This design comes from an exercise in tuning for small area and a short achievable clock period on the open sky130 flow, not from production work. No run shown here included a check of the RTL's function; only the layout flow was run. No activity file was given, so power comes from the tool's default toggle rates.

## config.mk

```make
export PLATFORM = sky130hd
export DESIGN_NAME = TopLevel
export DESIGN_NICKNAME = TopLevel
export VERILOG_FILES = /design/flow/design.v
export SDC_FILE = /design/flow/constraint.sdc
export NUM_CORES = 8
export LEC_CHECK = 0
export CAP_MARGIN = 20
export CORE_MARGIN = 2
export CORE_UTILIZATION = 25
export PLACE_DENSITY = 0.45
export SLEW_MARGIN = 20
export SYNTH_HIERARCHICAL = 1
```

## constraint.sdc

```tcl
create_clock -name core_clock -period 36.0 [get_ports {clk}]
set_input_delay 7.2000 -clock core_clock [delete_from_list [all_inputs] [get_ports {clk}]]
set_output_delay 7.2000 -clock core_clock [all_outputs]
set_load 0.01 [all_outputs]
```

## design.v

```verilog
module aoi222 (input a1, a2, b1, b2, c1, c2, output y);
    assign y = ~((a1 & a2) | (b1 & b2) | (c1 & c2));
endmodule
module aoi22 (input a1, a2, b1, b2, output y);
    assign y = ~((a1 & a2) | (b1 & b2));
endmodule
module aosel #(parameter N = 33) (input [N-1:0] s, input [N-1:0] d, output y);
    localparam G = N / 3;
    localparam R = N - 3 * G;
    wire [G:0] n;
    genvar g;
    generate
        for (g = 0; g < G; g = g + 1) begin : grp
            aoi222 u (.a1(s[3*g]), .a2(d[3*g]), .b1(s[3*g+1]), .b2(d[3*g+1]),
                      .c1(s[3*g+2]), .c2(d[3*g+2]), .y(n[g]));
        end
        if (R == 2) begin : r2
            aoi22 u (.a1(s[N-2]), .a2(d[N-2]), .b1(s[N-1]), .b2(d[N-1]), .y(n[G]));
        end else if (R == 1) begin : r1
            assign n[G] = ~(s[N-1] & d[N-1]);
        end else begin : r0
            assign n[G] = 1'b1;
        end
    endgenerate
    assign y = ~&n;
endmodule
module aosel_e #(parameter N = 33) (input [N-1:0] s, input [N-1:0] d, input e, output y);
    localparam G = N / 3;
    localparam R = N - 3 * G;
    wire [G:0] n;
    genvar g;
    generate
        for (g = 0; g < G; g = g + 1) begin : grp
            aoi222 u (.a1(s[3*g]), .a2(d[3*g]), .b1(s[3*g+1]), .b2(d[3*g+1]),
                      .c1(s[3*g+2]), .c2(d[3*g+2]), .y(n[g]));
        end
        if (R == 2) begin : r2
            aoi22 u (.a1(s[N-2]), .a2(d[N-2]), .b1(s[N-1]), .b2(d[N-1]), .y(n[G]));
        end else if (R == 1) begin : r1
            assign n[G] = ~(s[N-1] & d[N-1]);
        end else begin : r0
            assign n[G] = 1'b1;
        end
    endgenerate
    assign y = ~&{n, ~e};
endmodule
module alu64 (
    input  [63:0] a,
    input  [63:0] b,
    input  [2:0]  op,
    output reg [63:0] y
);
    wire        sub = (op == 3'd1);
    wire [64:0] sum_ext = {a, 1'b1} + {b ^ {64{sub}}, sub};
    wire [63:0] sum = sum_ext[64:1];
    wire [5:0]  sh = b[5:0];
    wire        shl = (op == 3'd5);
    reg  [63:0] x;
    reg  [63:0] rev;
    integer k;
    always @(*) begin
        for (k = 0; k < 64; k = k + 1)
            x[k] = shl ? a[63-k] : a[k];
    end
    wire        fill = (op == 3'd7) & a[63];
    wire [63:0] s0 = sh[0] ? {{1{fill}},  x[63:1]}   : x;
    wire [63:0] s1 = sh[1] ? {{2{fill}},  s0[63:2]}  : s0;
    wire [63:0] s2 = sh[2] ? {{4{fill}},  s1[63:4]}  : s1;
    wire [63:0] s3 = sh[3] ? {{8{fill}},  s2[63:8]}  : s2;
    wire [63:0] s4 = sh[4] ? {{16{fill}}, s3[63:16]} : s3;
    wire [63:0] sr = sh[5] ? {{32{fill}}, s4[63:32]} : s4;
    always @(*) begin
        for (k = 0; k < 64; k = k + 1)
            rev[k] = sr[63-k];
    end
    always @(*) begin
        case (op)
            3'd0, 3'd1: y = sum;
            3'd2:       y = a & b;
            3'd3:       y = a | b;
            3'd4:       y = a ^ b;
            3'd5:       y = rev;
            default:    y = sr;
        endcase
    end
endmodule
module TopLevel (
    input clk,
    input reset,
    output wire [63:0] imem_addr,
    input [31:0] imem_data,
    output wire [63:0] final_rd
);
    reg  [63:2] pc;
    reg  [31:0] ifid_ir;           
    reg         ifid_v;
    reg  [63:0] idex_a, idex_b;    
    reg         idex_fa, idex_fb;  
    reg  [12:0] idex_x;            
    reg  [2:0]  idex_op;
    reg         idex_nz, idex_st, idex_ld, idex_we, idex_br;
    reg  [4:0]  idex_rd;
    reg  [63:0] exm_alu, exm_sd;
    reg  [12:0] exm_off;
    reg         exm_nz, exm_tk, exm_st, exm_ld, exm_we;
    reg  [4:0]  exm_rd;
    reg  [63:0] wb;
    reg         wb_we;
    reg  [4:0]  wb_rd;
    reg  [63:0] rf [1:31];
    reg  [31:1] rv;
    reg  [63:0] dm [0:31];
    reg  [31:0] dv;
    assign imem_addr = {pc, 2'b00};
    assign final_rd  = wb;
    wire taken = exm_tk;
    wire [31:0] ir  = ifid_ir;
    wire [6:0]  opc = ir[6:0];
    wire [4:0]  rs1 = ifid_v ? ir[19:15] : 5'd0;
    wire [4:0]  rs2 = ifid_v ? ir[24:20] : 5'd0;
    wire [4:0]  rdf = ir[11:7];
    wire isR   = ifid_v & (opc == 7'b0110011);
    wire isI   = ifid_v & (opc == 7'b0010011);
    wire isL   = ifid_v & (opc == 7'b0000011);
    wire isS   = ifid_v & (opc == 7'b0100011);
    wire isB   = ifid_v & (opc == 7'b1100011);
    wire isJ   = ifid_v & (opc == 7'b1101111);
    wire isJR  = ifid_v & (opc == 7'b1100111);
    wire isU   = ifid_v & ((opc == 7'b0110111) | (opc == 7'b0010111));
    wire d_we  = isR | isI | isL | isJ | isJR | isU;
    wire d_imm = isI | isL | isJ | isJR | isU;    
    wire [31:0] immI = {{20{ir[31]}}, ir[31:20]};
    wire [31:0] immU = {ir[31:12], 12'b0};
    wire [31:0] immJ = {{12{ir[31]}}, ir[19:12], ir[20], ir[30:21], 1'b0};
    wire [31:0] imm  = isU ? immU : isJ ? immJ : immI;
    wire [12:0] boff = {ir[31], ir[31], ir[7], ir[30:25], ir[11:8]} - 13'd3;
    wire [12:0] d_x  = isB ? boff : {ir[31], ir[31:25], ir[11:7]};
    wire [9:0] f73 = {ir[31:25], ir[14:12]};
    reg  [2:0] d_op;
    always @(*) begin
        if (isR) begin
            case (f73)
                10'b0000000_000: d_op = 3'd0;
                10'b0100000_000: d_op = 3'd1;
                10'b0000000_111: d_op = 3'd2;
                10'b0000000_110: d_op = 3'd3;
                10'b0000000_100: d_op = 3'd4;
                10'b0000000_001: d_op = 3'd5;
                10'b0000000_101: d_op = 3'd6;
                10'b0100000_101: d_op = 3'd7;
                default:         d_op = 3'd2;
            endcase
        end else if (isB)
            d_op = 3'd1;
        else
            d_op = 3'd0;
    end
    wire stall  = idex_ld & ((idex_rd == rs1) | (idex_rd == rs2));
    wire bubble = stall | taken;
    wire [4:0]  midx = exm_alu[7:3];
    wire [31:0] dsel;
    wire [31:0] dwen;
    genvar gi, gb;
    generate
        for (gi = 0; gi < 32; gi = gi + 1) begin : dmd
            assign dsel[gi] = exm_ld & dv[gi] & (midx == gi);
            assign dwen[gi] = exm_st & (midx == gi);
        end
    endgenerate
    wire s_alu  = exm_nz & ~exm_ld;
    wire s_drst = exm_ld & ~dv[midx];
    wire [63:0] wbn;
    generate
        for (gb = 0; gb < 64; gb = gb + 1) begin : wbs
            wire [32:0] d;
            for (gi = 0; gi < 32; gi = gi + 1) begin : w
                assign d[gi] = dm[gi][gb];
            end
            assign d[32] = exm_alu[gb];
            if (gb < 5) begin : lo
                aosel_e #(33) u (.s({s_alu, dsel}), .d(d), .e(s_drst & midx[gb]), .y(wbn[gb]));
            end else begin : hi
                aosel #(33) u (.s({s_alu, dsel}), .d(d), .y(wbn[gb]));
            end
        end
    endgenerate
    function [4:0] rstv;
        input [4:0] a;
        rstv = (a == 5'd12) ? 5'd25 : a;
    endfunction
    wire w1  = exm_we & (exm_rd != 5'd0) & (exm_rd == rs1);
    wire w2  = exm_we & (exm_rd != 5'd0) & (exm_rd == rs2);
    wire m1  = idex_we & (idex_rd != 5'd0) & (idex_rd == rs1);
    wire m2  = idex_we & (idex_rd != 5'd0) & (idex_rd == rs2);
    wire pt1 = wb_we & (wb_rd == rs1) & (rs1 != 5'd0);
    wire pt2 = wb_we & (wb_rd == rs2) & (rs2 != 5'd0);
    wire fa  = m1 & ~(w1 & exm_ld);
    wire fb  = m2 & ~(w2 & exm_ld) & ~d_imm;
    wire [31:1] rsel1, rsel2;
    generate
        for (gi = 1; gi < 32; gi = gi + 1) begin : rsd
            assign rsel1[gi] = ~w1 & ~pt1 & rv[gi] & (rs1 == gi);
            assign rsel2[gi] = ~d_imm & ~w2 & ~pt2 & rv[gi] & (rs2 == gi);
        end
    endgenerate
    wire v1 = (rs1 != 5'd0) & rv[rs1];
    wire v2 = (rs2 != 5'd0) & rv[rs2];
    wire s_rst1 = ~w1 & ~pt1 & ~v1;
    wire s_rst2 = ~d_imm & ~w2 & ~pt2 & ~v2;
    wire [4:0] rv1 = rstv(rs1);
    wire [4:0] rv2 = rstv(rs2);
    wire s_fw1 = w1;
    wire s_pt1 = ~w1 & pt1;
    wire s_fw2 = ~d_imm & w2;
    wire s_pt2 = ~d_imm & ~w2 & pt2;
    wire [63:0] immx = {{32{imm[31]}}, imm};
    wire [63:0] a_pre, b_pre;
    generate
        for (gb = 0; gb < 64; gb = gb + 1) begin : rds
            wire [32:0] d;
            for (gi = 1; gi < 32; gi = gi + 1) begin : w
                assign d[gi-1] = rf[gi][gb];
            end
            assign d[31] = wb[gb];
            assign d[32] = wbn[gb];
            if (gb < 5) begin : lo
                aosel_e #(33) ua (.s({s_fw1, s_pt1, rsel1}), .d(d), .e(s_rst1 & rv1[gb]), .y(a_pre[gb]));
                aosel_e #(33) ub (.s({s_fw2, s_pt2, rsel2}), .d(d),
                                  .e((s_rst2 & rv2[gb]) | (d_imm & immx[gb])), .y(b_pre[gb]));
            end else begin : hi
                aosel #(33) ua (.s({s_fw1, s_pt1, rsel1}), .d(d), .y(a_pre[gb]));
                aosel_e #(33) ub (.s({s_fw2, s_pt2, rsel2}), .d(d), .e(d_imm & immx[gb]), .y(b_pre[gb]));
            end
        end
    endgenerate
    wire [63:0] op1 = idex_fa ? exm_alu : idex_a;
    wire [63:0] fw2 = idex_fb ? exm_alu : idex_b;
    wire [63:0] op2 = idex_st ? {{52{idex_x[11]}}, idex_x[11:0]} : fw2;
    wire [63:0] res;
    alu64 alu (.a(op1), .b(op2), .op(idex_op), .y(res));
    wire eq = (op1 == fw2);
    always @(posedge clk or posedge reset) begin
        if (reset) begin
            pc <= 62'd0;
            ifid_v <= 1'b0;
            idex_nz <= 1'b0; idex_st <= 1'b0; idex_ld <= 1'b0; idex_we <= 1'b0; idex_br <= 1'b0;
            exm_nz <= 1'b0; exm_tk <= 1'b0; exm_st <= 1'b0; exm_ld <= 1'b0; exm_we <= 1'b0;
            wb <= 64'd0; wb_we <= 1'b0;
            rv <= 31'd0;
            dv <= 32'd0;
        end else begin
            if (taken)
                pc <= pc + {{49{exm_off[12]}}, exm_off};
            else if (!stall)
                pc <= pc + 62'd1;
            if (taken)
                ifid_v <= 1'b0;
            else if (!stall)
                ifid_v <= 1'b1;
            idex_nz <= ~bubble;
            idex_st <= ~bubble & isS;
            idex_ld <= ~bubble & isL;
            idex_we <= ~bubble & d_we;
            idex_br <= ~bubble & isB;
            exm_nz <= ~taken & idex_nz;
            exm_tk <= ~taken & idex_br & eq;
            exm_st <= ~taken & idex_st;
            exm_ld <= ~taken & idex_ld;
            exm_we <= ~taken & idex_we;
            wb <= wbn;
            wb_we <= exm_we;
            if (wb_we && wb_rd != 5'd0) rv[wb_rd] <= 1'b1;
            if (exm_st) dv[midx] <= 1'b1;
        end
    end
    always @(posedge clk) begin
        if (!stall)
            ifid_ir <= imem_data;
        idex_a  <= a_pre;
        idex_b  <= b_pre;
        idex_fa <= fa;
        idex_fb <= fb;
        idex_x  <= d_x;
        idex_op <= d_op;
        idex_rd <= rdf;
        exm_alu <= res;
        exm_sd  <= fw2;
        exm_off <= idex_x;
        exm_rd  <= idex_rd;
        wb_rd   <= exm_rd;
    end
    integer i;
    always @(posedge clk) begin
        for (i = 1; i < 32; i = i + 1)
            if (wb_we && wb_rd == i) rf[i] <= wb;
        for (i = 0; i < 32; i = i + 1)
            if (dwen[i]) dm[i] <= exm_sd;
    end
endmodule
```

## run.sh

```bash
#!/bin/bash
# synth_recipe.tcl (not shown) runs the flow's synth.tcl, then flattens the netlist and writes it again
# the make line also repeats each setting of config.mk as NAME=value (left out here)
make -C /OpenROAD-flow-scripts/flow DESIGN_CONFIG=/design/flow/config.mk WORK_HOME=/design/flow/orfs CLKGATE_MAP_FILE= SYNTH_SCRIPT=/design/flow/synth_recipe.tcl finish
```

==> results of run 1 <==
==> Yosys stat by module, one instance, submodules excluded, a selection <==
module	area, um^2	times used	flip-flops and latches
TopLevel	146000	1	4567
aoi222	10.0	2112	0
alu64	14600	1	0
==> cells in the mapped netlist (188+ instances only) <==
cell type | n | share of area
nand3_1 | 191 | 0.0051
a222oi_1 | 2123 | 0.11
dfrtp_1 | 201 | 0.027
dfxtp_1 | 302 | 0.032
xnor2_1 | 201 | 0.0094
nand4_1 | 426 | 0.014
nand2_1 | 327 | 0.0066
ha_1 | 293 | 0.020
edfxtp_1 | 4064 | 0.65
or3_1 | 206 | 0.0069
inv_1 | 188 | 0.0038
a21oi_1 | 317 | 0.0085
o21ai_0 | 230 | 0.0062
nor2_1 | 427 | 0.0086
==> flip-flops by register name, summed over array words and instances (netlist names), 3 cells and up <==
signal	flops
exm_off	13
exm_sd	64
dm	2048
idex_a	64
rf	1984
idex_x	13
exm_alu	64
idex_b	64
wb_rd	5
idex_op	3
exm_rd	5
pc	62
wb	64
ifid_ir	32
dv	32
rv	31
idex_rd	5
==> power breakdown <==
group / switching [mW] / internal [mW]
Sequential: 0.0868 / 5.81
Clock: 2.30 / 2.94
Combinational: 0.367 / 0.140
==> cells in the final DEF, fill, tap and decap left out, types with 29 or more instances in the layout <==
cell type / n
nand2_1: 326
inv_1: 183
clkbuf_16: 524
o21ai_0: 228
mux4_2: 92
xnor2_1: 201
diode_2: 70
or3_1: 206
and2_1: 57
a222oi_1: 2123
clkinv_2: 66
buf_4: 447
xor2_1: 68
and3_4: 67
nor2_4: 86
o22ai_1: 29
dfrtp_1: 199
ha_1: 293
nand4_1: 426
edfxtp_1: 4064
nor3_1: 41
dfxtp_2: 32
mux2_2: 147
nor2b_1: 34
a21o_1: 90
clkbuf_1: 151
nand3_1: 190
a22oi_1: 66
o2bb2ai_1: 31
a21oi_1: 316
clkbuf_8: 37
clkinv_1: 75
mux2i_1: 168
o21bai_1: 69
clkdlybuf4s50_1: 159
a211oi_1: 39
nand4b_1: 76
nor2_1: 340
dfxtp_1: 266
==> layer usage <==
metal,share of wire,up-vias,routed length [um],GRT usage
met1,0.37,71000,330000,0.279
met4,0.058,44,51200,0.114
met3,0.12,2203,102000,0.0632
met2,0.45,9940,400000,0.351
met5,0.00056,-,499,0.00229
li1,-,52700,-,-
==> cell families after synthesis <==
logic type      share of synthesized area
compound gates                      0.155
xor+xnor                           0.0126
fa+ha+maj                          0.0198
buf+inv                            0.0133
flops                               0.713
mux                                0.0290
other cells                     0.0000201
simple gates                       0.0565
==> worst paths after layout <==
check                           start      endpoint  slack [ps]  depth (start not counted)
setup / recovery               wb[29]  final_rd[29]       25650                          1
hold / removal             idex_x[12]   exm_off[12]         330                          0
setup reg to reg              idex_fb   exm_alu[56]       29410                         17
hold reg to reg            idex_x[12]   exm_off[12]         330                          0
max in group asynchronous       reset        rv[15]       27830                          3
min in group asynchronous       reset        pc[53]        6610                          2
==> final cells by class <==
class | instances | area [um^2]
inverter | 194 | 738
multi-input combinational | 6239 | 52100
tap | 9889 | 12400
timing repair buffer | 624 | 5290
sequential | 4567 | 133000
antenna | 70 | 175
fill | 73900 | 524000
clock buffer | 712 | 14200
clock inverter | 233 | 2560
==> metrics by stage <==
stage	utilization	cell area, um^2	power, mW
2_1_floorplan	-	187000	6.21
3_3_place_gp	0.273	204000	6.50
3_5_place_dp	0.273	204000	6.50
4_1_cts	0.296	220000	11.7
5_1_grt	0.296	220000	11.9
6_report	0.296	221000	11.7
==> flow_summary_export.csv, run 1 <==
group,metric,value,unit
status,outcome,"timing/DRC/antenna clean",
power_and_ir_drop,leakage,75.0,nW
global_route,grt_pass1_wl,1160,mm
die,initial_core_util,0.251,
detailed_routing,drtIter0Drc,29500,
critical_path,worstSetupPathType,"reg -> out",
synth,async_flop_share,0.0440,
cts,htreeDepth,6,
layout,syn_to_final_growth,18.2,%
detailed_routing,drtPass1Iterations,13,
critical_path,critical_path.n_buffers_inverters,1,
synth,yosys_warnings,10,
timing,maxSlewViolCount,0,
timing,fmax,96.7,MHz
min_path,min_path_type,"reg -> reg",
detailed_routing,routed-via-count,136000,
detailed_routing,totalWireLength,885,mm
critical_path,cp.arrival,3150,ps
timing,rsz0062_at_grt,"false",
timing,period_share,0.287,
detailed_routing,routed_via_density,6.03,
critical_path,cp_slowest_cell,"dfrtp_1",
placed_design,gp_congestion,0.963,
job,drv_cap,0,
cts,clockBufferDepth,4,
critical_path,cp-start-kind,"register",
synth,synth_seq_cells,4567,
timing,relSlewSlack,0.171,
critical_path,cp-end-kind,"primary output",
detailed_routing,routedWlPerCell,39.3,um
timing,tns,0,ps
critical_path,crit_family,"flip-flops",
global_route,grtUsageTotal,0.223,
cts,hold_buffers,0,
cts,numCtsBuffers,520,
timing,tightestPinTransition,1230,ps
die,die_h,868,um
detailed_routing,drc,0,
synth,syn_inst,11300,
die,io_pins,162,
placed_design,place_inst,21500,
placed_design,dp_hpwl,549,mm
synth,seq_area_frac_synth,0.713,
synth,synth_edf_count,4064,
timing,skew,168,ps
synth,yosys_most_used_dff,"edfxtp_1",
die,die_area,753000,um^2
placed_design,io_buffers,159,
global_route,grt_antenna_before_repair,103,
global_route,grt_max_degree,100,
detailed_routing,drtAntennaViolNets,0,
cts,cts_root_buffer,"clkbuf_16",
layout,final_cells,22500,
critical_path,crit_path_max_fanout,34,
timing,finalHoldViolCount,0,
timing,setup_viol,0,
die,fp.coreArea,744000,um^2
critical_path,path_cells,"clkdlybuf4s50_1",
global_route,grt_pass1_vias,128000,
synth,ys_types,125,
cts,clock-sinks,4567,
synth,syn_area_per_cell,16.4,um^2
cts,clk_pin_slew,60,ps
die,fp-row-count,317,
timing,fin_ws,25650,ps
timing,post-route-min-period,10350,ps
cts,clock_latency,1170,ps
layout,layout-drive-gt1-share,0.137,
cts,cts_resized,0,
synth,synth_area,187000,um^2
layout,nets,12500,
cts,cts_setup_buffers,0,
critical_path,slowest_delay,980,ps
global_route,grt_overflow,0,
power_and_ir_drop,ir_drop,53.4,uV
timing,hold_slack,327,ps
die,fp.dieW,868,um
cts,cts_tree,"done",
power_and_ir_drop,p_per_area,52.8,nW/um^2
placed_design,dp_slack,26650,ps
critical_path,crit_required,28800,ps
==> run 2: changes to the inputs <==
--- a/design.v
+++ b/design.v
@@ -105,5 +105,6 @@
     reg         exm_nz, exm_tk, exm_st, exm_ld, exm_we;
     reg  [4:0]  exm_rd;
-    reg  [63:0] wb;
+    reg  [63:0] wb;                
+    reg  [63:0] wbo;               
     reg         wb_we;
     reg  [4:0]  wb_rd;
@@ -113,5 +114,5 @@
     reg  [31:0] dv;
     assign imem_addr = {pc, 2'b00};
-    assign final_rd  = wb;
+    assign final_rd  = wbo;
     wire taken = exm_tk;
     wire [31:0] ir  = ifid_ir;
@@ -246,5 +247,5 @@
             idex_nz <= 1'b0; idex_st <= 1'b0; idex_ld <= 1'b0; idex_we <= 1'b0; idex_br <= 1'b0;
             exm_nz <= 1'b0; exm_tk <= 1'b0; exm_st <= 1'b0; exm_ld <= 1'b0; exm_we <= 1'b0;
-            wb <= 64'd0; wb_we <= 1'b0;
+            wbo <= 64'd0; wb_we <= 1'b0;
             rv <= 31'd0;
             dv <= 32'd0;
@@ -268,5 +269,5 @@
             exm_ld <= ~taken & idex_ld;
             exm_we <= ~taken & idex_we;
-            wb <= wbn;
+            wbo <= wbn;
             wb_we <= exm_we;
             if (wb_we && wb_rd != 5'd0) rv[wb_rd] <= 1'b1;
@@ -289,4 +290,5 @@
         exm_rd  <= idex_rd;
         wb_rd   <= exm_rd;
+        wb      <= wbn;
     end
     integer i;
--- a/config.mk
+++ b/config.mk
@@ -8,6 +8,6 @@
 export CAP_MARGIN = 20
 export CORE_MARGIN = 2
-export CORE_UTILIZATION = 25
-export PLACE_DENSITY = 0.45
+export CORE_UTILIZATION = 50
+export PLACE_DENSITY = 0.6
 export SLEW_MARGIN = 20
 export SYNTH_HIERARCHICAL = 1
==> run 2 against run 1 <==
Against the previous run:
- worst hold slack improved by 14 ps
- clock skew fell by 56 ps
- global-route usage rose by 20 points
- clock power fell by 7.6%
- largest power group unchanged
- highest routed layer unchanged
==> flow_summary_export.csv, run 2 <==
group,metric,value,unit
status,outcome,"timing/DRC/antenna clean",
critical_path,crit_required,36990,ps
critical_path,crit_path_max_fanout,74,
layout,final_core_util,0.573,
timing,finalHoldViolCount,0,
die,die_area,380000,um^2
die,io_pins,162,
layout,mostFrequentLayoutCells,"edfxtp_1 (4,064), a222oi_1 (2,123), clkbuf_16 (465)",
cts,cts_root_buffer,"clkbuf_16",
cts,cts_tree,"done",
critical_path,path_cells,"clkdlybuf4s50_1 > inv_8 > buf_4 > buf_4 > buf_4",
global_route,grt_overflow,0,
synth,yosys_warnings,10,
placed_design,dp_hpwl,507,mm
critical_path,slowest_delay,780,ps
timing,tightestPinTransition,1270,ps
cts,cts_setup_buffers,0,
synth,ys_top_cells_by_count,"edfxtp_1 (4,064), a222oi_1 (2,123), nand4_1 (429)",
global_route,grt_antenna_before_repair,107,
timing,rsz0062_at_grt,"false",
die,initial_core_util,0.503,
placed_design,io_buffers,159,
die,fp.dieW,616,um
synth,syn_area_per_cell,16.5,um^2
detailed_routing,routedWlPerCell,46.7,um
synth,async_flop_share,0.0434,
timing,setup_viol,0,
synth,synth_top_area_frac,0.651,
synth,yosysMostFrequentCell,"edfxtp_1",
synth,synth_seq_cells,4631,
synth,ys_types,123,
layout,nets,12400,
cts,clockBufferDepth,4,
cts,hold_buffers,0,
layout,syn_to_final_growth,13.9,%
synth,synth_area,188000,um^2
global_route,grtUsageTotal,0.419,
global_route,grt_pass1_wl,1090,mm
job,drv_cap,0,
placed_design,gp_congestion,1.02,
timing,tns,0,ps
cts,clock-sinks,4631,
critical_path,cp-start-kind,"input port",
critical_path,worstSetupPathType,"in -> async",
timing,maxSlewViolCount,0,
cts,numCtsBuffers,459,
cts,clock_latency,1050,ps
critical_path,critical_path.n_buffers_inverters,5,
timing,skew,112,ps
global_route,grt_pass1_vias,131000,
timing,fmax,105,MHz
min_path,min_path_type,"reg -> reg",
synth,yosys_most_used_dff,"edfxtp_1",
detailed_routing,drtAntennaViolNets,0,
critical_path,cp_slowest_cell,"buf_4",
cts,htreeDepth,5,
timing,relSlewSlack,0.150,
critical_path,cp-end-kind,"asynchronous set/reset pin",
layout,final_common_cell,"edfxtp_1",
critical_path,crit_top_cell,"buf_4",
power_and_ir_drop,ir_drop,58.9,uV
die,fp.coreArea,373000,um^2
detailed_routing,routed_via_density,7.87,
detailed_routing,totalWireLength,821,mm
power_and_ir_drop,p_per_area,54.1,nW/um^2
die,die_h,616,um
detailed_routing,drc,0,
critical_path,cp.arrival,10530,ps
cts,cts_resized,0,
layout,largest_reg_flops,2048,
synth,seq_area_frac_synth,0.717,
synth,synth_edf_count,4064,
global_route,grt_max_degree,107,
synth,syn_inst,11400,
layout,reg_top3,"dm: 2048 flops, rf: 1984 flops",
power_and_ir_drop,leakage,72.0,nW
layout,top_register,"dm",
critical_path,crit_family,"buffers and inverters",
synth,ys_top_cells_by_area,"edfxtp_1 (65%), a222oi_1 (11%), dfxtp_1 (3.9%)",
cts,clk_pin_slew,60,ps
synth,synth_largest_area_cell,"edfxtp_1",
layout,layout-drive-gt1-share,0.130,
die,fp-row-count,224,
detailed_routing,drtIter0Drc,34600,
timing,post-route-min-period,9540,ps
timing,period_share,0.265,
detailed_routing,routed-via-count,138000,
detailed_routing,drtPass1Iterations,15,
run 2: changes by cell type after synthesis, sizes merged, moves of 8 or more:
| cell | delta |
|---|---|
| o211ai | -11 |
| dfxtp | +64 |
| nand2 | +39 |
| inv | +8 |
| buf | -63 |
| xnor2 | -8 |
| nor2 | -42 |
| o21ai | +61 |
| a21oi | -46 |
| nor2b | -10 |
| a21o | +13 |
run 2: modules after synthesis (local to each module, per instance), excerpt:
module    cells inside  area (um^2)  times used  flops+latches
TopLevel          6527       147000           1           4631
alu64             1955        14600           1              0
aoi222               1         10.0        2112              0
run 2: worst paths after layout:
| path | to | slack [ps] | cells after the start | start |
|---|---|---|---|---|
| max | idex_st | 26460 | 5 | reset |
| min | exm_off[12] | 340 | 0 | idex_x[12] |
| max reg2reg | exm_alu[63] | 29320 | 16 | idex_st |
| min reg2reg | exm_off[12] | 340 | 0 | idex_x[12] |
| max in group core_clock | imem_addr[3] | 26810 | 1 | pc[3] |
| min in group asynchronous | wbo[42] | 6700 | 2 | reset |
run 2: kinds of logic (layout without fill, tap and decap cells):
| family | after synthesis | count (layout) | synth area share |
|---|---|---|---|
| AO/OA/AOI/OAI | 3306 | 3306 | 0.155 |
| XOR/XNOR | 255 | 255 | 0.0120 |
| adder cells (fa/ha/maj) | 295 | 295 | 0.0197 |
| buffers and inverters | 481 | 1627 | 0.0113 |
| flip-flops | 4631 | 4631 | 0.717 |
| multiplexers | 410 | 410 | 0.0293 |
| other | 1 | 97 | 0.0000200 |
| AND/OR/NAND/NOR | 1983 | 1983 | 0.0562 |
run 2: per-layer routing:
layer,global-route usage,wire length [um],up-vias,share of wire
met4,0.289,66000,80,0.080
met3,0.150,122000,2996,0.15
li1,-,-,52700,-
met5,0.00278,664,-,0.00081
met1,0.511,275000,69700,0.33
met2,0.624,358000,12900,0.44
run 2: stage by stage:
step / setup WS, ps / total power, mW / hold slack, ps / instances / cell area, um^2
2_1_floorplan: 23320 / 6.41 / 310 / 11400 / 188000
3_3_place_gp: 25490 / 6.77 / 324 / 16600 / 198000
3_5_place_dp: 25400 / 6.78 / 325 / 16600 / 198000
4_1_cts: 26420 / 11.5 / 339 / 17500 / 213000
5_1_grt: 26120 / 11.8 / 346 / 17500 / 213000
6_report: 26460 / 11.6 / 341 / 17600 / 214000
run 2: report_power, final:
| part | internal [mW] | switching, mW | leakage, nW |
|---|---|---|---|
| Sequential | 5.95 | 0.191 | 43.4 |
| Combinational | 0.167 | 0.398 | 21.2 |
| Clock | 2.74 | 2.11 | 7.46 |
| Total | 8.86 | 2.70 | 72.0 |
run 2: cell type report:
cell class / count / area, um^2
fill: 28800 / 159000
sequential: 4631 / 134000
multi-input combinational: 6251 / 52100
clock buffer: 637 / 12900
tap: 4972 / 6220
timing repair buffer: 558 / 4660
clock inverter: 230 / 2260
inverter: 202 / 772
antenna: 95 / 238

[afterwards: timing with drivers on the ports]
In the flow no input, the clock included, has a driving cell. The finished layouts below were timed again as built, in two steps. Step 1 assumes that a clkbuf_16 drives the clock port and a buf_2 every other input. Step 2 also shifts input and output timing later by t, the mid clock arrival at the registers, as if the neighbouring blocks saw the same clock. a / b / c = no drivers / after step 1 / after step 2; a / b = the first two.
run	shift t [ns]	setup slack, ns	worst slew at a driven data input, ns
run 1	1.216	25.654 / 25.520 / 26.714	0.04
run 2	1.104	26.458 / 26.542 / 25.438	0.05
After both steps setup and hold are still met in every run listed. The setup slack of run 2, which loses most, moves by +0.084 ns with the drivers and by -1.020 ns with both steps. The worst setup slack also covers recovery checks on asynchronous resets.
